What follows belongs to an exercise in optimizing a design on an open flow for small area and a short achievable clock period; a production flow would make more cautious choices.
In this exercise RTL edits were held to simulation tests only and were not proved equivalent to the original.

==> flow/design.v, too long to show whole: its modules and the start of the top module <==
// module fir_fa: 10 lines
// module fir_add19: 7 lines
// module fir_pfx19: 46 lines
// module fir_ha: 9 lines
// module fir_hac: 9 lines
// module fir_lutn: 13 lines
// module fir_lutp: 13 lines
// module fir_aoi22: 9 lines
// module fir_parallel: 2123 lines
module fir_parallel (
  input [15:0] i_data,
  input [63:0] i_coeffs,
  input i_clock,
  output [37:0] o_data
);
  // ...
==> flow/flow/run.sh <==
#!/bin/bash
# Layout flow: the standard ORFS flow (standard.sh, unchanged synthesis),
# with these changes after synthesis:
#  - after floorplan, every combinational cell gets the smallest drive
#    strength of its family (flow/downsize.tcl);
#  - timing repair aims at a setup slack of SETUP_MARGIN ns instead of 0, so the
#    resizer speeds up the paths that set the achieved period;
#  - the port buffers are plain buf_1 cells instead of the delay cell that
#    buffer_ports picks by default (repair may upsize them).
# Each step's full output goes to its own log file in this folder.
set -euo pipefail
SETUP_MARGIN=9.2
HERE=$(pwd)
bash standard.sh synth > log_1_synth.txt 2>&1
bash standard.sh \
  "POST_FLOORPLAN_TCL=${HERE}/flow/downsize.tcl" \
  "SETUP_SLACK_MARGIN=${SETUP_MARGIN}" \
  "BUFFER_PORTS_ARGS=-buffer_cell sky130_fd_sc_hd__buf_1" \
  finish > log_2_layout.txt 2>&1
==> flow/flow/downsize.tcl <==
# Run after floorplan: give every combinational cell the smallest-area drive
# strength of its family (synthesis sizes each small module for speed against a
# default load); the later timing repair upsizes the cells on critical paths.
set block [ord::get_db_block]
set db [ord::get_db]
set swapped 0
foreach inst [$block getInsts] {
  set cur [$inst getMaster]
  set name [$cur getName]
  if {![regexp {^sky130_fd_sc_hd__([a-z0-9]+)_(\d+)$} $name -> fam sz]} { continue }
  if {[string match "df*" $fam] || [string match "*clk*" $fam] || [string match "*dly*" $fam]
      || $fam eq "conb" || [string match "tap*" $fam] || [string match "fill*" $fam]
      || [string match "decap*" $fam]} { continue }
  set best ""
  set barea 0
  foreach s {1 0 2 4} {
    set m [$db findMaster "sky130_fd_sc_hd__${fam}_$s"]
    if {$m eq "NULL" || $m eq ""} { continue }
    set a [expr {[$m getWidth] * [$m getHeight]}]
    if {$best eq "" || $a < $barea} {
      set best $m
      set barea $a
    }
  }
  if {$best ne "" && [$best getName] ne $name} {
    if {[$inst swapMaster $best]} { incr swapped }
  }
}
puts "downsize: swapped $swapped instances to their smallest drive strength"
==> flow/standard.sh <==
#!/bin/bash
# synth_recipe.tcl (not shown) runs the flow's synth.tcl, then flattens the netlist and writes it again
# the make line also repeats each setting of config.mk as NAME=value (left out here)
make -C /OpenROAD-flow-scripts/flow DESIGN_CONFIG=/design/flow/config.mk WORK_HOME=/design/flow/orfs CLKGATE_MAP_FILE= SYNTH_SCRIPT=/design/flow/synth_recipe.tcl "${@:-finish}"
==> flow/config.mk <==
export PLATFORM = sky130hd
export DESIGN_NAME = fir_parallel
export DESIGN_NICKNAME = fir_parallel
export VERILOG_FILES = /design/flow/design.v
export SDC_FILE = /design/flow/constraint.sdc
export NUM_CORES = 4
export LEC_CHECK = 0
export CAP_MARGIN = 20
export CORE_MARGIN = 2
export CORE_UTILIZATION = 40
export CTS_BUF_LIST = sky130_fd_sc_hd__clkbuf_16
export CTS_CLUSTER_DIAMETER = 100
export CTS_CLUSTER_SIZE = 30
export SLEW_MARGIN = 20
export SYNTH_HIERARCHICAL = 1
export SYNTH_MINIMUM_KEEP_SIZE = 0
==> flow/constraint.sdc <==
create_clock -name core_clock -period 14.0 [get_ports {i_clock}]
set_input_delay 2.8000 -clock core_clock [delete_from_list [all_inputs] [get_ports {i_clock}]]
set_output_delay 2.8000 -clock core_clock [all_outputs]
set_load 0.01 [all_outputs]
==> summary.txt, run 1 <==
Critical path
  – Crit-path cells: a21o_4 > a21oi_4 > inv_2 > a21oi_4 > mux2_4 > buf_6
  – Cell family with most CP delay: compound AO/OA/AOI/OAI gates
  – Critical Path Source Type: flip-flop
  – Worst r2r src: s4[1]
  – Crit path DAT: 2.07 ns

Run status
  – Status: no timing/DRC/antenna violations

Synth
  – Top post-synthesis cells by area: fa_1 31%, a22oi_2 21%, dfxtp_1 17%
  – Yosys cell types: 35
  – Xor/xnor share of the synthesized area: 0.0158
  – Top cell type's share of synthesized area: 0.308
  – EDFF count, synth: 0

Placed design
  – Placer Congestion: a little over 0.9

Cells and area
  – Multi-input gates: ~2200
  – FF+latch count: 298
  – Largest regs: p0_1_a: 18 flops, p1_1_a: 18 flops
  – Fraction of area in multi-input gates: 0.697
  – Fillers: 8257
  – Non-clk invs: 93

Route
  – Via density: 6.08
  – Wire length per cell: 27.9 um
  – Via Count: around 24000
  – Detailed-route DRC error count: 0
  – WL met3: 12500 um

Worst hold path
  – WHS Path Cells: 0

Clock tree
  – TritonCTS Buffers: 21
  – Post-CTS setup buffers: 11
  – CTS Sinks: 298

Timing
  – Max Slew Vio Count: 0
  – Crit path setup slack, layout: between 9 and 10 ns
  – RSZ-0062 raised after global routing: yes

GRT
  – Met1 Track Usage GR: 0.332
  – Gr usage total: 0.246
==> run 2, diff against run 1 <==
--- a/flow/design.v
+++ b/flow/design.v
@@ -1,8 +1,78 @@
+module fir_csel7 (
+  input [6:0] qa,
+  input [6:0] qb,
+  output [7:0] s0,
+  output [7:0] s1
+);
+  wire [6:0] p = qa ^ qb;
+  wire [6:0] g = ~(qa | qb);
+  wire c0_0 = 1'b0;
+  wire c1_0 = c0_0 | (1'b1);
+  wire c0_1 = (g[0]);
+  wire c1_1 = c0_1 | (p[0]);
+  wire c0_2 = (g[0] & p[1]) | (g[1]);
+  wire c1_2 = c0_2 | (p[0] & p[1]);
+  wire c0_3 = (g[0] & p[1] & p[2]) | (g[1] & p[2]) | (g[2]);
+  wire c1_3 = c0_3 | (p[0] & p[1] & p[2]);
+  wire c0_4 = (g[0] & p[1] & p[2] & p[3]) | (g[1] & p[2] & p[3]) | (g[2] & p[3]) | (g[3]);
+  wire c1_4 = c0_4 | (p[0] & p[1] & p[2] & p[3]);
+  wire c0_5 = (g[0] & p[1] & p[2] & p[3] & p[4]) | (g[1] & p[2] & p[3] & p[4]) | (g[2] & p[3] & p[4]) | (g[3] & p[4]) | (g[4]);
+  wire c1_5 = c0_5 | (p[0] & p[1] & p[2] & p[3] & p[4]);
+  wire c0_6 = (g[0] & p[1] & p[2] & p[3] & p[4] & p[5]) | (g[1] & p[2] & p[3] & p[4] & p[5]) | (g[2] & p[3] & p[4] & p[5]) | (g[3] & p[4] & p[5]) | (g[4] & p[5]) | (g[5]);
+  wire c1_6 = c0_6 | (p[0] & p[1] & p[2] & p[3] & p[4] & p[5]);
+  wire c0_7 = (g[0] & p[1] & p[2] & p[3] & p[4] & p[5] & p[6]) | (g[1] & p[2] & p[3] & p[4] & p[5] & p[6]) | (g[2] & p[3] & p[4] & p[5] & p[6]) | (g[3] & p[4] & p[5] & p[6]) | (g[4] & p[5] & p[6]) | (g[5] & p[6]) | (g[6]);
+  wire c1_7 = c0_7 | (p[0] & p[1] & p[2] & p[3] & p[4] & p[5] & p[6]);
+  assign s0[0] = p[0] ^ c0_0;
+  assign s1[0] = p[0] ^ c1_0;
+  assign s0[1] = p[1] ^ c0_1;
+  assign s1[1] = p[1] ^ c1_1;
+  assign s0[2] = p[2] ^ c0_2;
+  assign s1[2] = p[2] ^ c1_2;
+  assign s0[3] = p[3] ^ c0_3;
+  assign s1[3] = p[3] ^ c1_3;
+  assign s0[4] = p[4] ^ c0_4;
+  assign s1[4] = p[4] ^ c1_4;
+  assign s0[5] = p[5] ^ c0_5;
+  assign s1[5] = p[5] ^ c1_5;
+  assign s0[6] = p[6] ^ c0_6;
+  assign s1[6] = p[6] ^ c1_6;
+  assign s0[7] = c0_7;
+  assign s1[7] = c1_7;
+endmodule
+module fir_csel4 (
+  input [3:0] qa,
+  input [3:0] qb,
+  output [4:0] s0,
+  output [4:0] s1
+);
+  wire [3:0] p = qa ^ qb;
+  wire [3:0] g = ~(qa | qb);
+  wire c0_0 = 1'b0;
+  wire c1_0 = c0_0 | (1'b1);
+  wire c0_1 = (g[0]);
+  wire c1_1 = c0_1 | (p[0]);
+  wire c0_2 = (g[0] & p[1]) | (g[1]);
+  wire c1_2 = c0_2 | (p[0] & p[1]);
+  wire c0_3 = (g[0] & p[1] & p[2]) | (g[1] & p[2]) | (g[2]);
+  wire c1_3 = c0_3 | (p[0] & p[1] & p[2]);
+  wire c0_4 = (g[0] & p[1] & p[2] & p[3]) | (g[1] & p[2] & p[3]) | (g[2] & p[3]) | (g[3]);
+  wire c1_4 = c0_4 | (p[0] & p[1] & p[2] & p[3]);
+  assign s0[0] = p[0] ^ c0_0;
+  assign s1[0] = p[0] ^ c1_0;
+  assign s0[1] = p[1] ^ c0_1;
+  assign s1[1] = p[1] ^ c1_1;
+  assign s0[2] = p[2] ^ c0_2;
+  assign s1[2] = p[2] ^ c1_2;
+  assign s0[3] = p[3] ^ c0_3;
+  assign s1[3] = p[3] ^ c1_3;
+  assign s0[4] = c0_4;
+  assign s1[4] = c1_4;
+endmodule
 module fir_fa (
   input a,
   input b,
   input c,
   output s,
   output co
 );
   assign s = a ^ b ^ c;
@@ -1158,51 +1228,52 @@
   wire ts547, tc548;
   fir_fa u_ts547 (.a(tc536), .b(ts545), .c(tc538), .s(ts547), .co(tc548));
   wire ts549, tc550;
   fir_fa u_ts549 (.a(p1_1_a[16]), .b(p1_1_b[16]), .c(tc542), .s(ts549), .co(tc550));
   wire ts551, tc552;
   fir_fa u_ts551 (.a(ts549), .b(tc544), .c(tc546), .s(ts551), .co(tc552));
   wire ts553, tc554;
   fir_ha u_ts553 (.a(p1_1_a[17]), .b(tc550), .s(ts553), .co(tc554));
-  wire [18:0] t1_a = {~tc554, ~tc552, ~tc548, ~tc540, ~tc530, ~tc518, ~tc504, ~tc488, ~tc470, ~tc452, ~tc432, ~tc414, ~tc400, ~ts399, ~tc378, ~ts375, ~ts367, ~ts365, ~t1_0_g0_b0_q[0]};
-  wire [18:0] t1_b = {1'b0, ~ts553, ~ts551, ~ts547, ~ts539, ~ts529, ~ts517, ~ts503, ~ts487, ~ts469, ~ts451, ~ts431, ~ts413, 1'b0, ~ts387, ~ts377, ~ts369, 1'b0, ~p1_1_a[0]};
-  reg [4:0] q1_0_s0, q1_0_s1;
+  wire [18:0] t1_qa = {tc554, tc552, tc548, tc540, tc530, tc518, tc504, tc488, tc470, tc452, tc432, tc414, tc400, ts399, tc378, ts375, ts367, ts365, t1_0_g0_b0_q[0]};
+  wire [18:0] t1_qb = {1'b1, ts553, ts551, ts547, ts539, ts529, ts517, ts503, ts487, ts469, ts451, ts431, ts413, 1'b1, ts387, ts377, ts369, 1'b1, p1_1_a[0]};
+  wire [7:0] b1_0_s0, b1_0_s1;
+  fir_csel7 u_csel1_0 (.qa(t1_qa[6:0]), .qb(t1_qb[6:0]), .s0(b1_0_s0), .s1(b1_0_s1));
+  reg [7:0] q1_0_s0, q1_0_s1;
   always @(posedge i_clock) begin
-    q1_0_s0 <= {1'b0, t1_a[3:0]} + {1'b0, t1_b[3:0]};
+    q1_0_s0 <= b1_0_s0;
   end
+  wire [4:0] b1_1_s0, b1_1_s1;
+  fir_csel4 u_csel1_1 (.qa(t1_qa[10:7]), .qb(t1_qb[10:7]), .s0(b1_1_s0), .s1(b1_1_s1));
   reg [4:0] q1_1_s0, q1_1_s1;
   always @(posedge i_clock) begin
-    q1_1_s0 <= {1'b0, t1_a[7:4]} + {1'b0, t1_b[7:4]};
-    q1_1_s1 <= {1'b0, t1_a[7:4]} + {1'b0, t1_b[7:4]} + 5'd1;
+    q1_1_s0 <= b1_1_s0;
+    q1_1_s1 <= b1_1_s1;
   end
+  wire [4:0] b1_2_s0, b1_2_s1;
+  fir_csel4 u_csel1_2 (.qa(t1_qa[14:11]), .qb(t1_qb[14:11]), .s0(b1_2_s0), .s1(b1_2_s1));
   reg [4:0] q1_2_s0, q1_2_s1;
   always @(posedge i_clock) begin
-    q1_2_s0 <= {1'b0, t1_a[11:8]} + {1'b0, t1_b[11:8]};
-    q1_2_s1 <= {1'b0, t1_a[11:8]} + {1'b0, t1_b[11:8]} + 5'd1;
+    q1_2_s0 <= b1_2_s0;
+    q1_2_s1 <= b1_2_s1;
   end
+  wire [4:0] b1_3_s0, b1_3_s1;
+  fir_csel4 u_csel1_3 (.qa(t1_qa[18:15]), .qb(t1_qb[18:15]), .s0(b1_3_s0), .s1(b1_3_s1));
   reg [4:0] q1_3_s0, q1_3_s1;
   always @(posedge i_clock) begin
-    q1_3_s0 <= {1'b0, t1_a[15:12]} + {1'b0, t1_b[15:12]};
-    q1_3_s1 <= {1'b0, t1_a[15:12]} + {1'b0, t1_b[15:12]} + 5'd1;
+    q1_3_s0 <= b1_3_s0;
+    q1_3_s1 <= b1_3_s1;
   end
-  reg [3:0] q1_4_s0, q1_4_s1;
-  always @(posedge i_clock) begin
-    q1_4_s0 <= {1'b0, t1_a[18:16]} + {1'b0, t1_b[18:16]};
-    q1_4_s1 <= {1'b0, t1_a[18:16]} + {1'b0, t1_b[18:16]} + 4'd1;
-  end
-  wire c1_1 = q1_0_s0[4];
+  wire c1_1 = q1_0_s0[7];
   wire c1_2 = q1_1_s0[4] | (q1_1_s1[4] & c1_1);
   wire c1_3 = q1_2_s0[4] | (q1_2_s1[4] & c1_2);
-  wire c1_4 = q1_3_s0[4] | (q1_3_s1[4] & c1_3);
-  assign o_data[22:19] = q1_0_s0[3:0];
-  assign o_data[26:23] = c1_1 ? q1_1_s1[3:0] : q1_1_s0[3:0];
-  assign o_data[30:27] = c1_2 ? q1_2_s1[3:0] : q1_2_s0[3:0];
-  assign o_data[34:31] = c1_3 ? q1_3_s1[3:0] : q1_3_s0[3:0];
-  assign o_data[37:35] = c1_4 ? q1_4_s1[2:0] : q1_4_s0[2:0];
+  assign o_data[25:19] = q1_0_s0[6:0];
+  assign o_data[29:26] = c1_1 ? q1_1_s1[3:0] : q1_1_s0[3:0];
+  assign o_data[33:30] = c1_2 ? q1_2_s1[3:0] : q1_2_s0[3:0];
+  assign o_data[37:34] = c1_3 ? q1_3_s1[3:0] : q1_3_s0[3:0];
   wire dt0_0_s1_s2_0_1 = s1[0] & ~s2[0];
   wire dt0_0_s1_s2_0_2 = ~s1[0] & s2[0];
   wire dt0_0_s1_s2_0_3 = s1[0] & s2[0];
   wire [8:0] t0_0_g0_b0_q;
   fir_lutn u_t0_0_g0_b0_0 (.s1(dt0_0_s1_s2_0_1), .s2(dt0_0_s1_s2_0_2), .s3(dt0_0_s1_s2_0_3), .a(cr7[0]), .b(cr6[0]), .ab(cs0[0]), .y(t0_0_g0_b0_q[0]));
   fir_lutn u_t0_0_g0_b0_1 (.s1(dt0_0_s1_s2_0_1), .s2(dt0_0_s1_s2_0_2), .s3(dt0_0_s1_s2_0_3), .a(cr7[1]), .b(cr6[1]), .ab(cs0[1]), .y(t0_0_g0_b0_q[1]));
   fir_lutn u_t0_0_g0_b0_2 (.s1(dt0_0_s1_s2_0_1), .s2(dt0_0_s1_s2_0_2), .s3(dt0_0_s1_s2_0_3), .a(cr7[2]), .b(cr6[2]), .ab(cs0[2]), .y(t0_0_g0_b0_q[2]));
   fir_lutn u_t0_0_g0_b0_3 (.s1(dt0_0_s1_s2_0_1), .s2(dt0_0_s1_s2_0_2), .s3(dt0_0_s1_s2_0_3), .a(cr7[3]), .b(cr6[3]), .ab(cs0[3]), .y(t0_0_g0_b0_q[3]));
@@ -2196,44 +2267,45 @@
   wire ts1101, tc1102;
   fir_fa u_ts1101 (.a(tc1090), .b(ts1099), .c(tc1092), .s(ts1101), .co(tc1102));
   wire ts1103, tc1104;
   fir_fa u_ts1103 (.a(p0_1_a[16]), .b(p0_1_b[16]), .c(tc1096), .s(ts1103), .co(tc1104));
   wire ts1105, tc1106;
   fir_fa u_ts1105 (.a(ts1103), .b(tc1098), .c(tc1100), .s(ts1105), .co(tc1106));
   wire ts1107, tc1108;
   fir_ha u_ts1107 (.a(p0_1_a[17]), .b(tc1104), .s(ts1107), .co(tc1108));
-  wire [18:0] t0_a = {~tc1108, ~tc1106, ~tc1102, ~tc1094, ~tc1084, ~tc1072, ~tc1058, ~tc1042, ~tc1024, ~tc1006, ~tc986, ~tc968, ~tc954, ~ts953, ~tc932, ~ts929, ~ts921, ~ts919, ~t0_0_g0_b0_q[0]};
-  wire [18:0] t0_b = {1'b0, ~ts1107, ~ts1105, ~ts1101, ~ts1093, ~ts1083, ~ts1071, ~ts1057, ~ts1041, ~ts1023, ~ts1005, ~ts985, ~ts967, 1'b0, ~ts941, ~ts931, ~ts923, 1'b0, ~p0_1_a[0]};
-  reg [4:0] q0_0_s0, q0_0_s1;
+  wire [18:0] t0_qa = {tc1108, tc1106, tc1102, tc1094, tc1084, tc1072, tc1058, tc1042, tc1024, tc1006, tc986, tc968, tc954, ts953, tc932, ts929, ts921, ts919, t0_0_g0_b0_q[0]};
+  wire [18:0] t0_qb = {1'b1, ts1107, ts1105, ts1101, ts1093, ts1083, ts1071, ts1057, ts1041, ts1023, ts1005, ts985, ts967, 1'b1, ts941, ts931, ts923, 1'b1, p0_1_a[0]};
+  wire [7:0] b0_0_s0, b0_0_s1;
+  fir_csel7 u_csel0_0 (.qa(t0_qa[6:0]), .qb(t0_qb[6:0]), .s0(b0_0_s0), .s1(b0_0_s1));
+  reg [7:0] q0_0_s0, q0_0_s1;
   always @(posedge i_clock) begin
-    q0_0_s0 <= {1'b0, t0_a[3:0]} + {1'b0, t0_b[3:0]};
+    q0_0_s0 <= b0_0_s0;
   end
+  wire [4:0] b0_1_s0, b0_1_s1;
+  fir_csel4 u_csel0_1 (.qa(t0_qa[10:7]), .qb(t0_qb[10:7]), .s0(b0_1_s0), .s1(b0_1_s1));
   reg [4:0] q0_1_s0, q0_1_s1;
   always @(posedge i_clock) begin
-    q0_1_s0 <= {1'b0, t0_a[7:4]} + {1'b0, t0_b[7:4]};
-    q0_1_s1 <= {1'b0, t0_a[7:4]} + {1'b0, t0_b[7:4]} + 5'd1;
+    q0_1_s0 <= b0_1_s0;
+    q0_1_s1 <= b0_1_s1;
   end
+  wire [4:0] b0_2_s0, b0_2_s1;
+  fir_csel4 u_csel0_2 (.qa(t0_qa[14:11]), .qb(t0_qb[14:11]), .s0(b0_2_s0), .s1(b0_2_s1));
   reg [4:0] q0_2_s0, q0_2_s1;
   always @(posedge i_clock) begin
-    q0_2_s0 <= {1'b0, t0_a[11:8]} + {1'b0, t0_b[11:8]};
-    q0_2_s1 <= {1'b0, t0_a[11:8]} + {1'b0, t0_b[11:8]} + 5'd1;
+    q0_2_s0 <= b0_2_s0;
+    q0_2_s1 <= b0_2_s1;
   end
+  wire [4:0] b0_3_s0, b0_3_s1;
+  fir_csel4 u_csel0_3 (.qa(t0_qa[18:15]), .qb(t0_qb[18:15]), .s0(b0_3_s0), .s1(b0_3_s1));
   reg [4:0] q0_3_s0, q0_3_s1;
   always @(posedge i_clock) begin
-    q0_3_s0 <= {1'b0, t0_a[15:12]} + {1'b0, t0_b[15:12]};
-    q0_3_s1 <= {1'b0, t0_a[15:12]} + {1'b0, t0_b[15:12]} + 5'd1;
-  end
-  reg [3:0] q0_4_s0, q0_4_s1;
-  always @(posedge i_clock) begin
-    q0_4_s0 <= {1'b0, t0_a[18:16]} + {1'b0, t0_b[18:16]};
-    q0_4_s1 <= {1'b0, t0_a[18:16]} + {1'b0, t0_b[18:16]} + 4'd1;
+    q0_3_s0 <= b0_3_s0;
+    q0_3_s1 <= b0_3_s1;
   end
-  wire c0_1 = q0_0_s0[4];
+  wire c0_1 = q0_0_s0[7];
   wire c0_2 = q0_1_s0[4] | (q0_1_s1[4] & c0_1);
   wire c0_3 = q0_2_s0[4] | (q0_2_s1[4] & c0_2);
-  wire c0_4 = q0_3_s0[4] | (q0_3_s1[4] & c0_3);
-  assign o_data[3:0] = q0_0_s0[3:0];
-  assign o_data[7:4] = c0_1 ? q0_1_s1[3:0] : q0_1_s0[3:0];
-  assign o_data[11:8] = c0_2 ? q0_2_s1[3:0] : q0_2_s0[3:0];
-  assign o_data[15:12] = c0_3 ? q0_3_s1[3:0] : q0_3_s0[3:0];
-  assign o_data[18:16] = c0_4 ? q0_4_s1[2:0] : q0_4_s0[2:0];
+  assign o_data[6:0] = q0_0_s0[6:0];
+  assign o_data[10:7] = c0_1 ? q0_1_s1[3:0] : q0_1_s0[3:0];
+  assign o_data[14:11] = c0_2 ? q0_2_s1[3:0] : q0_2_s0[3:0];
+  assign o_data[18:15] = c0_3 ? q0_3_s1[3:0] : q0_3_s0[3:0];
 endmodule
--- a/flow/flow/run.sh
+++ b/flow/flow/run.sh
@@ -4,16 +4,16 @@
 #  - after floorplan, every combinational cell gets the smallest drive
 #    strength of its family (flow/downsize.tcl);
 #  - timing repair aims at a setup slack of SETUP_MARGIN ns instead of 0, so the
 #    resizer speeds up the paths that set the achieved period;
 #  - the port buffers are plain buf_1 cells instead of the delay cell that
 #    buffer_ports picks by default (repair may upsize them).
 # Each step's full output goes to its own log file in this folder.
 set -euo pipefail
-SETUP_MARGIN=9.2
+SETUP_MARGIN=9.4
 HERE=$(pwd)
 bash standard.sh synth > log_1_synth.txt 2>&1
 bash standard.sh \
   "POST_FLOORPLAN_TCL=${HERE}/flow/downsize.tcl" \
   "SETUP_SLACK_MARGIN=${SETUP_MARGIN}" \
   "BUFFER_PORTS_ARGS=-buffer_cell sky130_fd_sc_hd__buf_1" \
   finish > log_2_layout.txt 2>&1
==> run 2 against run 1 <==
Against the previous run:
- register-to-register slack better by 0.24 ns
- clock skew is 0.0098 ns higher
- non-clock buffer count increased by 44
- highest routed layer unchanged
==> summary.txt, run 2 <==
Timing
  – Worst hold margin: approximately 0.39 ns
  – Top achievable clock speed: 212 MHz
  – Setup TNS Final: 0 ns
  – Skew final: 0.0437 ns
  – Period Utilization, post-route: 0.336
  – Max Slew Vio Count: 0 (unchanged)
  – Slew headroom: 0.301
  – Crit path setup slack, layout: 9.29 ns (+0.156 ns)
  – Least-Margin Pin Slew: 1.05 ns
  – RSZ-0062 raised after global routing: yes
  – Final min period: approximately 4.7 ns
  – Endpoints failing setup: 0
  – Hold Violations, Final: 0

Worst hold path
  – HP Class: flip-flop to flip-flop

Route
  – 1st-iter DRT viols: 3165
  – Detailed-route DRC error count: 0 (unchanged)
  – Antenna viol nets, final: 0
  – Wire length per cell: 27.8 um (-0.24%)
  – Via Count: 25000 (+2.2%)
  – Via density: 6.07 (-0.26%)
  – DR pass1 iterations: 7
  – Final wirelength: around 110000 um

Clock tree
  – CTS Sinks: 288 (-3.4%)
  – H-tree depth: 1
  – CTS Hold Bufs: 0
  – CTS tree: done
  – Clock latency (worst-skew pair): slightly above 0.6 ns
  – Clk pin slew, worst setup/hold paths: 0.10 ns
  – TritonCTS Buffers: 21 (unchanged)
  – Clock Path Buffers: 3
  – CTS root buf: clkbuf_16

Floorplanning
  – DIE WIDTH: 299 um
  – Die area: 89200 um^2
  – Core Box Area: between 80000 and 90000 um^2
  – Starting Density: 0.402
  – I/O pin cnt: 119
  – Num rows: between 100 and 150
  – Die Y: 299 um

Synth
  – Syn Std Cell Area: 34700 um^2
  – YS warnings: 7
  – Post-Syn Area per Cell: approximately 13 um^2
  – Post-Syn Instances: 2602

GRT
  – Met1 Track Usage GR: 0.339 (+0.00639)
  – Vias in the first global route: 25500
  – Busiest grt layer: met2
  – Met3 usage: 0.0689
  – Largest net degree at the start of global routing: 34
  – Total grt overflow: 0
  – Gr usage total: 0.248 (+0.00294)
  – GR Util met2: 0.381
  – Initial antenna violation count: 4
  – Global-route wire length before repair: between 150000 and 200000 um

Cells and area
  – Layout Cells excl Fill: 4122
  – Commonest non-fill, non-tap cell in the layout: a22oi_1
  – Largest regs: p0_1_a: 18 flops, p1_1_a: 18 flops
  – Most frequent cells in the layout: 570 x a22oi_1, 471 x fa_1, 424 x a21boi_1, 172 x dfxtp_1, 152 x buf_4
  – Area growth syn-to-layout: 2.78%
  – Final core utilization: 0.413
  – Final nets: 3680
  – Share of cells above drive strength 1: 0.197

Critical path
  – FF-to-FF End: q1_2_s1[3]
  – CP endpoint: o_data[17]
  – Critical path peak fanout: 4
  – CP Launch Point: q0_0_s0[7]
  – Crit path DAT: 1.91 ns (-0.16 ns)
  – R2R setup slack: roughly 9.4 ns
  – Worst EP required: 11.20 ns
  – Critical Path Source Type: flip-flop
  – Worst r2r src: s0[5]
  – Critical path class: flip-flop to output port
  – Worst r2r path cells: 16
  – Crit end category: output port

Run
  – Max cap viols: 0

Placed design
  – Dpl ws: 8.92 ns
  – Placer Congestion: 0.940 (+1.8%)
  – Hpwl dp: 80400 um
  – Port bufs: 118
  – Post-placement cell count: 3933

Run status
  – Status: no timing/DRC/antenna violations
[run 2: changes by cell type in the layout (fill, tap and decap cells not counted), sizes merged, moves of 8 or more]
| cell | change |
|---|---|
| dfxtp | -10 |
| conb | +8 |
| xor2 | -9 |
| o21bai | +11 |
| nand2 | -11 |
| buf | +45 |
| inv | +18 |
| nand3 | -12 |
| ha | +10 |
| a21oi | +9 |
| xnor2 | +8 |
[run 2: per-stage QoR]
stage               area, um^2
floorplan                35200
global placement         32300
detailed placement       32300
CTS                      34600
global route             35700
finish                   35700
[run 2: final cells by class]
| cell class | instances | area [um^2] |
|---|---|---|
| fill | 8225 | 50700 |
| multi-input combinational | 2212 | 24800 |
| sequential | 288 | 5990 |
| timing repair buffer | 319 | 2260 |
| tap | 1155 | 1450 |
| clock buffer | 21 | 526 |
| inverter | 107 | 402 |
| clock inverter | 17 | 259 |
| antenna | 3 | 7.51 |
[run 2: worst max-delay path, stage by stage (launching register included)]
cell and delay [ns]:
dfxtp_4 0.37, a21oi_4 0.18, inv_2 0.06, a21oi_4 0.23, mux2_4 0.33, buf_6 0.12
[run 2: what timing repair did]
| action | 4_1_cts | 5_1_grt |
|---|---|---|
| pin swaps | 7 | 24 |
| resized for setup | 277 | 194 |
| endpoints found under the setup margin | 64 | 58 |
| setup buffers | 88 | 56 |
| cloned | 0 | 4 |
[run 2: routing by layer]
metal / routed length [um] / vias to the layer above
li1: - / 10400
met1: 47100 / 12600
met4: 4070 / 4
met2: 50300 / 1676
met3: 13300 / 277
met5: 27 / -
[run 2: worst min path at each step]
| stage | from | endpoint | slack [ns] | cells after the start |
|---|---|---|---|---|
| detailed placement | s0[1] | s2[1] | 0.36 | 0 |
| CTS | s0[2] | s2[2] | 0.38 | 0 |
| floorplan | s0[7] | s2[7] | 0.36 | 0 |
| finish | s0[2] | s2[2] | 0.39 | 0 |
| global route | s0[2] | s2[2] | 0.39 | 0 |
| global placement | s0[1] | s2[1] | 0.35 | 0 |
==> run 3, diff against run 2 <==
--- a/flow/flow/run.sh
+++ b/flow/flow/run.sh
@@ -11,3 +11,3 @@
 set -euo pipefail
-SETUP_MARGIN=9.4
+SETUP_MARGIN=9.2
 HERE=$(pwd)
==> run 3 against run 2 <==
Against the previous run:
- still clean
- non-clock buffer count is 70 lower
- sequential cell count is the same
- worst setup slack lost 0.069 ns
- worst hold slack worse by 0.015 ns
- area after synthesis stayed put
- core utilization fell by 1.5 points
- design area decreased by 3.6%
- critical path depth is the same
- sequential share of layout area grew 0.43 points
- largest cell class unchanged
==> summary.txt, run 3 <==
Synth
  – Post-Syn Area per Cell: 13.3 um^2 (unchanged)
  – Post-Syn Instances: 2602 (unchanged)
  – Syn Std Cell Area: 34700 um^2 (unchanged)
  – YS warnings: 7 (unchanged)

Floorplanning
  – I/O pin cnt: 119 (unchanged)
  – Num rows: 108 (unchanged)
  – Die Y: 299 um (unchanged)
  – Starting Density: 0.402 (unchanged)
  – Core Box Area: 86300 um^2 (unchanged)
  – DIE WIDTH: 299 um (unchanged)
  – Die area: 89200 um^2 (unchanged)

Placed design
  – Port bufs: 118 (unchanged)
  – Placer Congestion: 0.929 (-1.2%)
  – Hpwl dp: 79900 um (-0.58%)
  – Post-placement cell count: 3941 (+0.20%)

Run
  – Max cap viols: 0 (unchanged)

Timing
  – Top achievable clock speed: 209 MHz (-1.4%)
  – Max Slew Vio Count: 0 (unchanged)
  – Least-Margin Pin Slew: 1.03 ns (-0.0191 ns)
  – Period Utilization, post-route: 0.341 (+0.00492)
  – Slew headroom: 0.313 (+0.0127)
  – Setup TNS Final: 0 ns (unchanged)
  – Endpoints failing setup: 0 (unchanged)
  – Worst hold margin: 0.374 ns (-0.0147 ns)
  – Final min period: 4.78 ns (+0.0688 ns)
  – Skew final: 0.0378 ns (-0.00587 ns)
  – RSZ-0062 raised after global routing: yes
  – Hold Violations, Final: 0 (unchanged)

Worst hold path
  – HP Class: flip-flop to flip-flop

Clock tree
  – CTS tree: done
  – CTS Sinks: 288 (unchanged)
  – CTS root buf: clkbuf_16
  – CTS Hold Bufs: 0 (unchanged)
  – Clk pin slew, worst setup/hold paths: 0.10 ns (about the same)
  – TritonCTS Buffers: 22 (+4.8%)
  – Clock Path Buffers: 3 (unchanged)
  – H-tree depth: 1 (unchanged)
  – Clock latency (worst-skew pair): 0.61 ns (about the same)

GRT
  – Vias in the first global route: 25000 (-1.9%)
  – Largest net degree at the start of global routing: 34 (unchanged)
  – Global-route wire length before repair: 165000 um (-2.1%)
  – Total grt overflow: 0 (unchanged)
  – Gr usage total: 0.243 (-0.00570)
  – Initial antenna violation count: 3 (-1)

Cells and area
  – Commonest non-fill, non-tap cell in the layout: a22oi_1
  – Share of cells above drive strength 1: 0.122 (-0.0755)
  – Fillers: 8344 (+1.4%)
  – Multi-input logic area: 24300 um^2 (-2.2%)
  – Register Area: 5920 um^2 (-1.2%)
  – Largest regs: p0_1_a: 18 flops, p1_1_a: 18 flops
  – Area growth syn-to-layout: -0.951%
  – Final nets: 3611 (-1.9%)
  – Most frequent cells in the layout: 576 x a22oi_1, 525 x fa_1, 456 x a21boi_1, 202 x dfxtp_1, 120 x a21bo_1
  – Layout Cells excl Fill: 4052 (-1.7%)

Critical path
  – Most used cell along the critical path: a21oi_4
  – FF-to-FF End: p1_1_b[11]
  – Cell family with most CP delay: compound AO/OA/AOI/OAI gates
  – Worst r2r src: cr1[0]
  – Worst r2r path cells: 9 (-7)
  – Worst EP required: 11.20 ns (about the same)
  – Critical Path Source Type: flip-flop
  – Crit-path cells: a21oi_4 > inv_2 > a21oi_4 > mux2_4 > buf_6
  – CP Buf/Inv Count: 2 (unchanged)
  – Critical path's slowest cell: dfxtp_4
  – Critical path class: flip-flop to output port
  – Stages on worst setup path: 5 (unchanged)
  – Critical path peak fanout: 5 (+1)
  – Crit end category: output port
  – Crit path DAT: 1.98 ns (+0.07 ns)
  – CP endpoint: o_data[37]
  – R2R setup slack: 9.28 ns (-0.16 ns)
  – Crit-path max cell delay: 0.38 ns (about the same)
  – CP Launch Point: q1_0_s0[7]

Route
  – Via Count: 24400 (-2.4%)
  – Via density: 6.03 (-0.68%)
  – Antenna viol nets, final: 0 (unchanged)
  – DR pass1 iterations: 7 (unchanged)
  – 1st-iter DRT viols: 3114 (-1.6%)
  – Detailed-route DRC error count: 0 (unchanged)
  – Wire length per cell: 27.5 um (-1.3%)
  – Final wirelength: 111000 um (-3.0%)

Run status
  – Status: no timing/DRC/antenna violations
[run 3: final cells by class]
class | count | share of cell area
antenna | 1 | 0.0000728
timing repair buffer | 249 | 0.0458
inverter | 107 | 0.0117
clock inverter | 18 | 0.00691
sequential | 288 | 0.172
clock buffer | 22 | 0.0160
multi-input combinational | 2212 | 0.705
tap | 1155 | 0.0420
[run 3: metal layers]
layer,up-vias,GRT usage,share of wire
li1,10300,-,-
met1,12400,0.330,0.42
met2,1465,0.378,0.44
met3,261,0.0629,0.11
met4,0,0.0765,0.034
met5,-,0,0
[run 3: per-stage QoR]
step / util / area [um^2] / setup WS (ns)
floorplan: - / 35000 / 9.09
global placement: 0.375 / 32400 / 8.99
detailed placement: 0.375 / 32400 / 8.99
CTS: 0.387 / 33400 / 9.20
global route: 0.398 / 34400 / 9.13
finish: 0.398 / 34400 / 9.22
[run 3: repair_timing]
action                     in CTS  in global routing
pin swaps                       4                  6
buffers inserted                2                 63
gates resized for setup       107                165
cloned                          0                  5
setup endpoints to repair      42                 48
[run 3: worst min path at each step]
stage          slack [ns]   from    end  cells after the start
3_5_place_dp         0.37  s0[1]  s2[1]                      0
3_3_place_gp         0.37  s0[1]  s2[1]                      0
2_1_floorplan        0.36  s0[7]  s2[7]                      0
6_report             0.37  s1[5]  s3[5]                      0
4_1_cts              0.38  s0[1]  s2[1]                      0
5_1_grt              0.39  s1[5]  s3[5]                      0
==> run 4, diff against run 3 <==
--- a/flow/config.mk
+++ b/flow/config.mk
@@ -7,3 +7,3 @@
 export LEC_CHECK = 0
-export CAP_MARGIN = 20
+export CAP_MARGIN = 10
 export CORE_MARGIN = 2
@@ -13,3 +13,3 @@
 export CTS_CLUSTER_SIZE = 30
-export SLEW_MARGIN = 20
+export SLEW_MARGIN = 10
 export SYNTH_HIERARCHICAL = 1
==> run 4 against run 3 <==
Against the previous run:
- critical path depth unchanged
- core utilization unchanged
- clock skew is the same
- sequential cell count stayed put
- critical path type unchanged
- highest routed layer unchanged
==> summary.txt, run 4 <==
Critical path
  – Critical path class: flip-flop to output port
  – Crit end category: output port
  – Worst r2r src: cr1[0]
  – FF-to-FF End: p1_1_b[11]
  – Worst r2r path cells: 9 (unchanged)
  – Worst EP required: 11.20 ns (about the same)
  – Critical Path Source Type: flip-flop
  – Crit path DAT: 1.98 ns (about the same)
  – R2R setup slack: 9.28 ns (about the same)
  – Critical path peak fanout: 5 (unchanged)
  – CP Launch Point: q1_0_s0[7]

GRT
  – Total grt overflow: 0 (unchanged)
  – Busiest grt layer: met2
  – Met3 usage: 0.0629 (unchanged)
  – GR Util met2: 0.378 (unchanged)
  – Global-route wire length before repair: 165000 um (unchanged)
  – Vias in the first global route: 25000 (unchanged)
  – Gr usage total: 0.243 (unchanged)
  – Met1 Track Usage GR: 0.330 (unchanged)
  – Initial antenna violation count: 3 (unchanged)
  – Largest net degree at the start of global routing: 34 (unchanged)

Cells and area
  – Final core utilization: 0.398 (unchanged)
  – Register Area: 5920 um^2 (unchanged)
  – Layout Cells excl Fill: 4052 (unchanged)
  – Most frequent cells in the layout: 576 x a22oi_1, 525 x fa_1, 456 x a21boi_1, 202 x dfxtp_1, 120 x a21bo_1
  – Share of cells above drive strength 1: 0.122 (unchanged)
  – Fillers: 8344 (unchanged)
  – Commonest non-fill, non-tap cell in the layout: a22oi_1
  – Final nets: 3611 (unchanged)
  – Largest regs: p0_1_a: 18 flops, p1_1_a: 18 flops
  – Post-route cell area: 34400 um^2 (unchanged)
  – Area growth syn-to-layout: -0.951% (unchanged)
  – Multi-input logic area: 24300 um^2 (unchanged)

Run status
  – Status: no timing/DRC/antenna violations

Synth
  – Syn Std Cell Area: 34700 um^2 (unchanged)
  – Post-Syn Instances: 2602 (unchanged)
  – YS warnings: 7 (unchanged)
  – Post-Syn Area per Cell: 13.3 um^2 (unchanged)

Timing
  – Slew headroom: 0.313 (unchanged)
  – Final min period: 4.78 ns (unchanged)
  – Endpoints failing setup: 0 (unchanged)
  – Max Slew Vio Count: 0 (unchanged)
  – RSZ-0062 raised after global routing: yes
  – Hold Violations, Final: 0 (unchanged)
  – Setup TNS Final: 0 ns (unchanged)
  – Top achievable clock speed: 209 MHz (unchanged)
  – Skew final: 0.0378 ns (unchanged)
  – Period Utilization, post-route: 0.341 (unchanged)
  – Least-Margin Pin Slew: 1.03 ns (unchanged)

Route
  – Via density: 6.03 (unchanged)
  – Wire length per cell: 27.5 um (unchanged)
  – Via Count: 24400 (unchanged)
  – Final wirelength: 111000 um (unchanged)
  – DR pass1 iterations: 7 (unchanged)
  – 1st-iter DRT viols: 3114 (unchanged)
  – Detailed-route DRC error count: 0 (unchanged)
  – Antenna viol nets, final: 0 (unchanged)

Worst hold path
  – Hold endpoint: s3[5]
  – HP Class: flip-flop to flip-flop
  – Hold path start: s1[5]
  – WHS Path Cells: 0 (unchanged)

Floorplanning
  – Core Box Area: 86300 um^2 (unchanged)
  – Num rows: 108 (unchanged)
  – Die area: 89200 um^2 (unchanged)
  – Starting Density: 0.402 (unchanged)
  – Die Y: 299 um (unchanged)
  – I/O pin cnt: 119 (unchanged)
  – DIE WIDTH: 299 um (unchanged)

Placed design
  – Hpwl dp: 79900 um (unchanged)
  – Post-placement cell count: 3941 (unchanged)
  – Port bufs: 118 (unchanged)
  – Placer Congestion: 0.929 (unchanged)
  – Dpl cell area: 32400 um^2 (unchanged)

Clock tree
  – Clk pin slew, worst setup/hold paths: 0.10 ns (about the same)
  – Clock latency (worst-skew pair): 0.61 ns (about the same)
  – CTS Hold Bufs: 0 (unchanged)
  – H-tree depth: 1 (unchanged)
  – Clock Path Buffers: 3 (unchanged)
  – CTS root buf: clkbuf_16
  – CTS tree: done
  – CTS Sinks: 288 (unchanged)
  – TritonCTS Buffers: 22 (unchanged)

Run
  – Max cap viols: 0 (unchanged)
-- run 4: cell counts in the layout (fill, tap and decap cells not counted) --
Identical to the previous run, type by type.
-- run 4: worst max-delay path, stage by stage (launching register included) --
cell and delay (ns):
dfxtp_4 0.38, a21oi_4 0.22, inv_2 0.07, a21oi_4 0.26, mux2_4 0.34, buf_6 0.12
-- run 4: cell type report --
cell class                 count  area share
clock buffer                  22      0.0160
inverter                     107      0.0117
timing repair buffer         249      0.0458
antenna                        1   0.0000728
multi-input combinational   2212       0.705
tap                         1155      0.0420
sequential                   288       0.172
clock inverter                18     0.00691
-- run 4: per-layer routing --
metal,wire length [um],up-vias
met5,0,-
met4,3740,0
met3,11900,261
met2,49000,1465
met1,46700,12400
li1,-,10300
-- run 4: worst max path at each step --
stage / to
3_3_place_gp: q1_1_s1[3]
5_1_grt: o_data[37]
6_report: o_data[37]
2_1_floorplan: q0_1_s1[4]
3_5_place_dp: q1_1_s1[3]
4_1_cts: p1_1_b[12]
-- run 4: metrics by stage --
stage | hold WS, ns | setup slack [ns]
after floorplan | 0.355 | 9.09
after global placement | 0.370 | 8.99
after detailed placement | 0.369 | 8.99
after CTS | 0.380 | 9.20
after global routing | 0.387 | 9.13
final | 0.374 | 9.22
-- run 4: repair_timing --
action | CTS | global route
gates cloned | 0 | 5
endpoints found under the setup margin | 42 | 48
setup buffers | 2 | 63
gates resized for setup | 107 | 165
pin swaps | 4 | 6
==> run 5, diff against run 4 <==
--- a/flow/config.mk
+++ b/flow/config.mk
@@ -7,5 +7,5 @@
 export LEC_CHECK = 0
-export CAP_MARGIN = 10
+export CAP_MARGIN = 20
 export CORE_MARGIN = 2
-export CORE_UTILIZATION = 40
+export CORE_UTILIZATION = 50
 export CTS_BUF_LIST = sky130_fd_sc_hd__clkbuf_16
@@ -13,3 +13,3 @@
 export CTS_CLUSTER_SIZE = 30
-export SLEW_MARGIN = 10
+export SLEW_MARGIN = 20
 export SYNTH_HIERARCHICAL = 1
==> run 5 against run 4 <==
Against the previous run:
- sequential cell count did not move
- worst setup slack improved by 0.040 ns
- clock skew rose by 0.0060 ns
- global-route usage rose by 6.9 points
- maximum frequency rose by 0.84%
- design area fell by 1.6%
- synthesized cell count did not move
- via count rose by 2.4%
==> summary.txt, run 5 <==
Run status
  – Status: no timing/DRC/antenna violations

Floorplanning
  – DIE WIDTH: 268 um (-10%)
  – Core Box Area: 68700 um^2 (-20%)
  – Num rows: 96 (-11%)
  – I/O pin cnt: 119 (unchanged)
  – Starting Density: 0.505 (+0.103)
  – Die Y: 268 um (-10%)
  – Die area: 71600 um^2 (-20%)

Cells and area
  – Fillers: 6189 (-26%)
  – Final nets: 3594 (-0.47%)
  – Commonest non-fill, non-tap cell in the layout: a22oi_1
  – Ant. Diodes: 0 (-1)
  – Layout Cells excl Fill: 3808 (-6.0%)
  – Area growth syn-to-layout: -2.49%
  – Most frequent cells in the layout: 575 x a22oi_1, 526 x fa_1, 456 x a21boi_1, 206 x dfxtp_1
  – Share of cells above drive strength 1: 0.111 (-0.0114)
  – Largest regs: p0_1_a: 18 flops, p1_1_a: 18 flops

Run
  – Max cap viols: 0 (unchanged)

Route
  – Via density: 6.57 (+9.0%)
  – 1st-iter DRT viols: 3292 (+5.7%)
  – Via Count: 25000 (+2.4%)
  – Final wirelength: 113000 um (+1.1%)
  – Wire length per cell: 29.6 um (+7.6%)
  – Antenna viol nets, final: 0 (unchanged)
  – DR pass1 iterations: 10 (+3)
  – Detailed-route DRC error count: 0 (unchanged)

Critical path
  – Critical path class: flip-flop to output port
  – Critical path peak fanout: 5 (unchanged)
  – Worst EP required: 11.20 ns (about the same)
  – Most used cell along the critical path: a21oi_4
  – Crit-path cells: a21oi_4 > inv_2 > a21oi_4 > mux2_1 > buf_1
  – Crit end category: output port
  – R2R setup slack: 9.27 ns (about the same)
  – Crit path DAT: 1.94 ns (-0.04 ns)
  – Critical path's slowest cell: dfxtp_4
  – Critical Path Source Type: flip-flop
  – Crit-path max cell delay: 0.39 ns (about the same)

Clock tree
  – CTS tree: done
  – Clk pin slew, worst setup/hold paths: 0.11 ns (about the same)
  – CTS Sinks: 288 (unchanged)
  – CTS root buf: clkbuf_16
  – TritonCTS Buffers: 20 (-9.1%)
  – H-tree depth: 1 (unchanged)
  – Clock Path Buffers: 3 (unchanged)
  – Clock latency (worst-skew pair): 0.60 ns (about the same)

Timing
  – Top achievable clock speed: 211 MHz (+0.84%)
  – Skew final: 0.0438 ns (+0.00596 ns)
  – Least-Margin Pin Slew: 1.05 ns (+0.0179 ns)
  – Hold Violations, Final: 0 (unchanged)
  – Period Utilization, post-route: 0.339 (-0.00286)
  – Crit path setup slack, layout: 9.26 ns (+0.0400 ns)
  – Setup TNS Final: 0 ns (unchanged)
  – RSZ-0062 raised after global routing: yes
  – Endpoints failing setup: 0 (unchanged)
  – Slew headroom: 0.301 (-0.0120)
  – Final min period: 4.74 ns (-0.0400 ns)
  – Max Slew Vio Count: 0 (unchanged)

Placed design
  – Hpwl dp: 81800 um (+2.4%)
  – Dpl ws: 8.80 ns (-0.188 ns)
  – Port bufs: 118 (unchanged)
  – Placer Congestion: 0.950 (+2.3%)
  – Post-placement cell count: 3711 (-5.8%)

GRT
  – Largest net degree at the start of global routing: 34 (unchanged)
  – Initial antenna violation count: 0 (-3)
  – Vias in the first global route: 25700 (+2.7%)
  – Global-route wire length before repair: 167000 um (+1.4%)
  – Gr usage total: 0.311 (+0.0685)
  – Total grt overflow: 0 (unchanged)

Worst hold path
  – HP Class: flip-flop to flip-flop

Synth
  – Post-Syn Area per Cell: 13.3 um^2 (unchanged)
  – Post-Syn Instances: 2602 (unchanged)
  – YS warnings: 7 (unchanged)
  – Syn Std Cell Area: 34700 um^2 (unchanged)
-- run 5: worst max-delay path: cells and delay by family (launching register included) --
kind	cells	cell delay (ns)
DFF	1	0.39
AOI/OAI and AO/OA	2	0.40
muxes	1	0.35
buffers and inverters	2	0.20
-- run 5: final timing paths --
kind	from	endpoint	cells after the start
max reg2reg	s4[1]	p1_1_b[11]	10
min	s0[6]	s2[6]	0
min reg2reg	s0[6]	s2[6]	0
max	q0_0_s0[7]	o_data[16]	5
-- run 5: cell type report --
class                      count  area, um^2  area share
clock inverter                15         215     0.00636
inverter                     107         402      0.0119
multi-input combinational   2212       24200       0.716
clock buffer                  21         526      0.0155
sequential                   288        5910       0.175
tap                          931        1160      0.0344
timing repair buffer         234        1410      0.0416
-- run 5: timing repair --
| action | CTS | global route |
|---|---|---|
| gates resized for setup | 91 | 148 |
| setup endpoints to repair | 52 | 48 |
| hold buffers | 0 | 0 |
| pin swaps | 3 | 4 |
| cloned | 0 | 3 |
| setup buffers | 4 | 54 |
-- run 5: stage by stage --
step	hold slack [ns]	instance area (um^2)	util
after floorplan	0.355	35000	-
after global placement	0.362	32000	0.466
after detailed placement	0.369	32000	0.466
after CTS	0.326	33000	0.480
after global routing	0.347	33900	0.493
final	0.341	33900	0.493
-- run 5: per-layer routing --
layer | wire [um] | track usage
met3 | 12200 | 0.0645
met4 | 3960 | 0.102
met1 | 44800 | 0.418
met2 | 51600 | 0.503
met5 | 0 | 0
==> run 6, diff against run 5 <==
--- a/flow/config.mk
+++ b/flow/config.mk
@@ -11,4 +11,4 @@
 export CTS_BUF_LIST = sky130_fd_sc_hd__clkbuf_16
-export CTS_CLUSTER_DIAMETER = 100
-export CTS_CLUSTER_SIZE = 30
+export CTS_CLUSTER_DIAMETER = 50
+export CTS_CLUSTER_SIZE = 16
 export SLEW_MARGIN = 20
==> run 6 against run 5 <==
Against the previous run:
- global-route usage up 0.33 points
- sequential share of layout area down 0.55 points
- non-clock buffer count up 9
- via count up 1.3%
- wire length up 0.68%
- still clean on timing, DRC and antenna
- worst hold slack better by 0.030 ns
==> summary.txt, run 6 <==
Worst hold path
  – Hold endpoint: s2[6]
  – Hold path start: s0[6]
  – HP Class: flip-flop to flip-flop
  – WHS Path Cells: 0 (unchanged)

Critical path
  – Crit-path cells: a22oi_1 > a21boi_1 > fa_1 > fa_1 > fa_1 > fa_1 > fa_1 > fa_1 > fa_1
  – Critical path class: flip-flop to flip-flop
  – Worst r2r path cells: 9 (-1)
  – Critical Path Source Type: flip-flop
  – Crit path DAT: 5.23 ns (+3.29 ns)
  – R2R setup slack: 9.23 ns (-0.04 ns)
  – Critical path peak fanout: 18 (+13)
  – CP Buf/Inv Count: 0 (-2)
  – Most used cell along the critical path: fa_1
  – Critical path's slowest cell: dfxtp_1
  – Crit end category: flip-flop
  – FF-to-FF End: p0_1_a[6]
  – Cell family with most CP delay: adder cells
  – Crit-path max cell delay: 0.98 ns (+0.59 ns)
  – Worst EP required: 14.46 ns (+3.26 ns)
  – Worst r2r src: cr0[1]

Timing
  – Setup TNS Final: 0 ns (unchanged)
  – Hold Violations, Final: 0 (unchanged)
  – Period Utilization, post-route: 0.340 (+0.00188)
  – Worst hold margin: 0.371 ns (+0.0299 ns)
  – Skew final: 0.0306 ns (-0.0132 ns)
  – Least-Margin Pin Slew: 1.04 ns (-0.00736 ns)
  – Slew headroom: 0.306 (+0.00491)
  – Crit path setup slack, layout: 9.23 ns (-0.0263 ns)
  – Endpoints failing setup: 0 (unchanged)
  – Final min period: 4.77 ns (+0.0263 ns)
  – RSZ-0062 raised after global routing: yes
  – Max Slew Vio Count: 0 (unchanged)
  – Top achievable clock speed: 210 MHz (-0.55%)

GRT
  – Busiest grt layer: met2
  – Gr usage total: 0.315 (+0.00326)
  – Vias in the first global route: 26200 (+1.8%)
  – GR Util met2: 0.508 (+0.00512)
  – Met3 usage: 0.0713 (+0.00680)
  – Initial antenna violation count: 1 (+1)
  – Met1 Track Usage GR: 0.417 (-0.00149)
  – Largest net degree at the start of global routing: 34 (unchanged)
  – Global-route wire length before repair: 168000 um (+0.77%)
  – Total grt overflow: 0 (unchanged)

Clock tree
  – Clk pin slew, worst setup/hold paths: 0.06 ns (-0.05 ns)
  – CTS root buf: clkbuf_16
  – TritonCTS Buffers: 46 (+130%)
  – CTS tree: done
  – H-tree depth: 2 (+1)
  – CTS Sinks: 288 (unchanged)
  – CTS Hold Bufs: 0 (unchanged)
  – Clock latency (worst-skew pair): 0.61 ns (about the same)
  – Clock Path Buffers: 3 (unchanged)

Floorplanning
  – Die area: 71600 um^2 (unchanged)
  – I/O pin cnt: 119 (unchanged)
  – Die Y: 268 um (unchanged)
  – DIE WIDTH: 268 um (unchanged)
  – Core Box Area: 68700 um^2 (unchanged)
  – Num rows: 96 (unchanged)
  – Starting Density: 0.505 (unchanged)

Route
  – Via Count: 25300 (+1.3%)
  – 1st-iter DRT viols: 3493 (+6.1%)
  – Antenna viol nets, final: 0 (unchanged)
  – Wire length per cell: 29.3 um (-0.88%)
  – Via density: 6.55 (-0.31%)
  – Final wirelength: 113000 um (+0.68%)
  – DR pass1 iterations: 9 (-1)
  – Detailed-route DRC error count: 0 (unchanged)

Cells and area
  – Commonest non-fill, non-tap cell in the layout: a22oi_1
  – Fillers: 6111 (-1.3%)
  – Multi-input logic area: 24300 um^2 (+0.35%)
  – Most frequent cells in the layout: 576 x a22oi_1, 524 x fa_1, 453 x a21boi_1, 212 x dfxtp_1, 120 x a21bo_1
  – Register Area: 5890 um^2 (-0.30%)
  – Share of cells above drive strength 1: 0.129 (+0.0183)
  – Final nets: 3629 (+0.97%)
  – Final core utilization: 0.507 (+0.0145)
  – Area growth syn-to-layout: 0.371%
  – Largest regs: p0_1_a: 18 flops, p1_1_a: 18 flops

Synth
  – Post-Syn Area per Cell: 13.3 um^2 (unchanged)
  – YS warnings: 7 (unchanged)
  – Post-Syn Instances: 2602 (unchanged)
  – Syn Std Cell Area: 34700 um^2 (unchanged)

Run
  – Max cap viols: 0 (unchanged)

Placed design
  – Placer Congestion: 0.950 (unchanged)
  – Hpwl dp: 81800 um (unchanged)
  – Port bufs: 118 (unchanged)
  – Dpl ws: 8.80 ns (unchanged)

Run status
  – Status: no timing/DRC/antenna violations
run 6: metrics by stage:
stage / std cells / instance area, um^2
2_1_floorplan: 2621 / 35000
3_3_place_gp: 3711 / 32000
3_5_place_dp: 3711 / 32000
4_1_cts: 3801 / 33900
5_1_grt: 3866 / 34800
6_report: 3868 / 34800
run 6: routing by layer:
metal  wire [um]  share of wire  up-vias
met5           0              0        -
met4        4280          0.038        0
met3       12600           0.11      340
met2       51800           0.46     1755
met1       44700           0.39    12900
li1            -              -    10400
run 6: cell type report:
cell class,count,share of cell area
multi-input cells,2212,0.698
flip-flops and latches,288,0.169
repair buffers,243,0.0420
clock buffers,47,0.0337
well taps,931,0.0334
clock inverters,38,0.0123
inverters,107,0.0115
diodes,2,0.000144
run 6: worst max-delay path by stage:
stage                    start    endpoint  cells after the start
floorplan                s2[0]  q0_1_s1[4]                     15
global placement         s1[1]  q1_2_s1[3]                     15
detailed placement       s1[1]  q1_2_s1[3]                     15
CTS                 q0_0_s0[7]  o_data[16]                      5
global route        q0_0_s0[7]  o_data[16]                      5
finish                  cr0[1]   p0_1_a[6]                      9
run 6: repair_timing:
action,in CTS,in global routing
resized for setup,103,144
setup buffers,5,61
pin swaps,3,5
cloned,0,4
setup endpoints to repair,53,46

static timing again, ports no longer ideal:
How much do the figures lean on ideal ports? The routed layouts below were timed once more, with nothing changed but the port constraints. Step 1 sets driving cells, clkbuf_16 on the clock port and buf_2 on the other inputs (assumed; they add their load-dependent delay and slew). Step 2 times the ports against the registers' clock, not the clock port: input delays grow and output delays shrink by t, the midpoint of the rising clock arrivals with the driver on. Slacks: ideal / step 1 / step 2; pairs: ideal / step 1.
| run | t, ns | slack for setup (ns) | cell pins on the clock port's net |
|---|---|---|---|
| run 1 | 0.663 | 9.133 / 9.063 / 9.197 | 1 |
| run 2 | 0.650 | 9.290 / 9.227 / 9.440 | 1 |
| run 3 | 0.657 | 9.221 / 9.152 / 9.279 | 1 |
| run 4 | 0.657 | 9.221 / 9.152 / 9.279 | 1 |
| run 5 | 0.639 | 9.261 / 9.201 / 9.270 | 1 |
| run 6 | 0.653 | 9.234 / 9.187 / 9.234 | 1 |
After both steps every run listed still meets setup and hold.
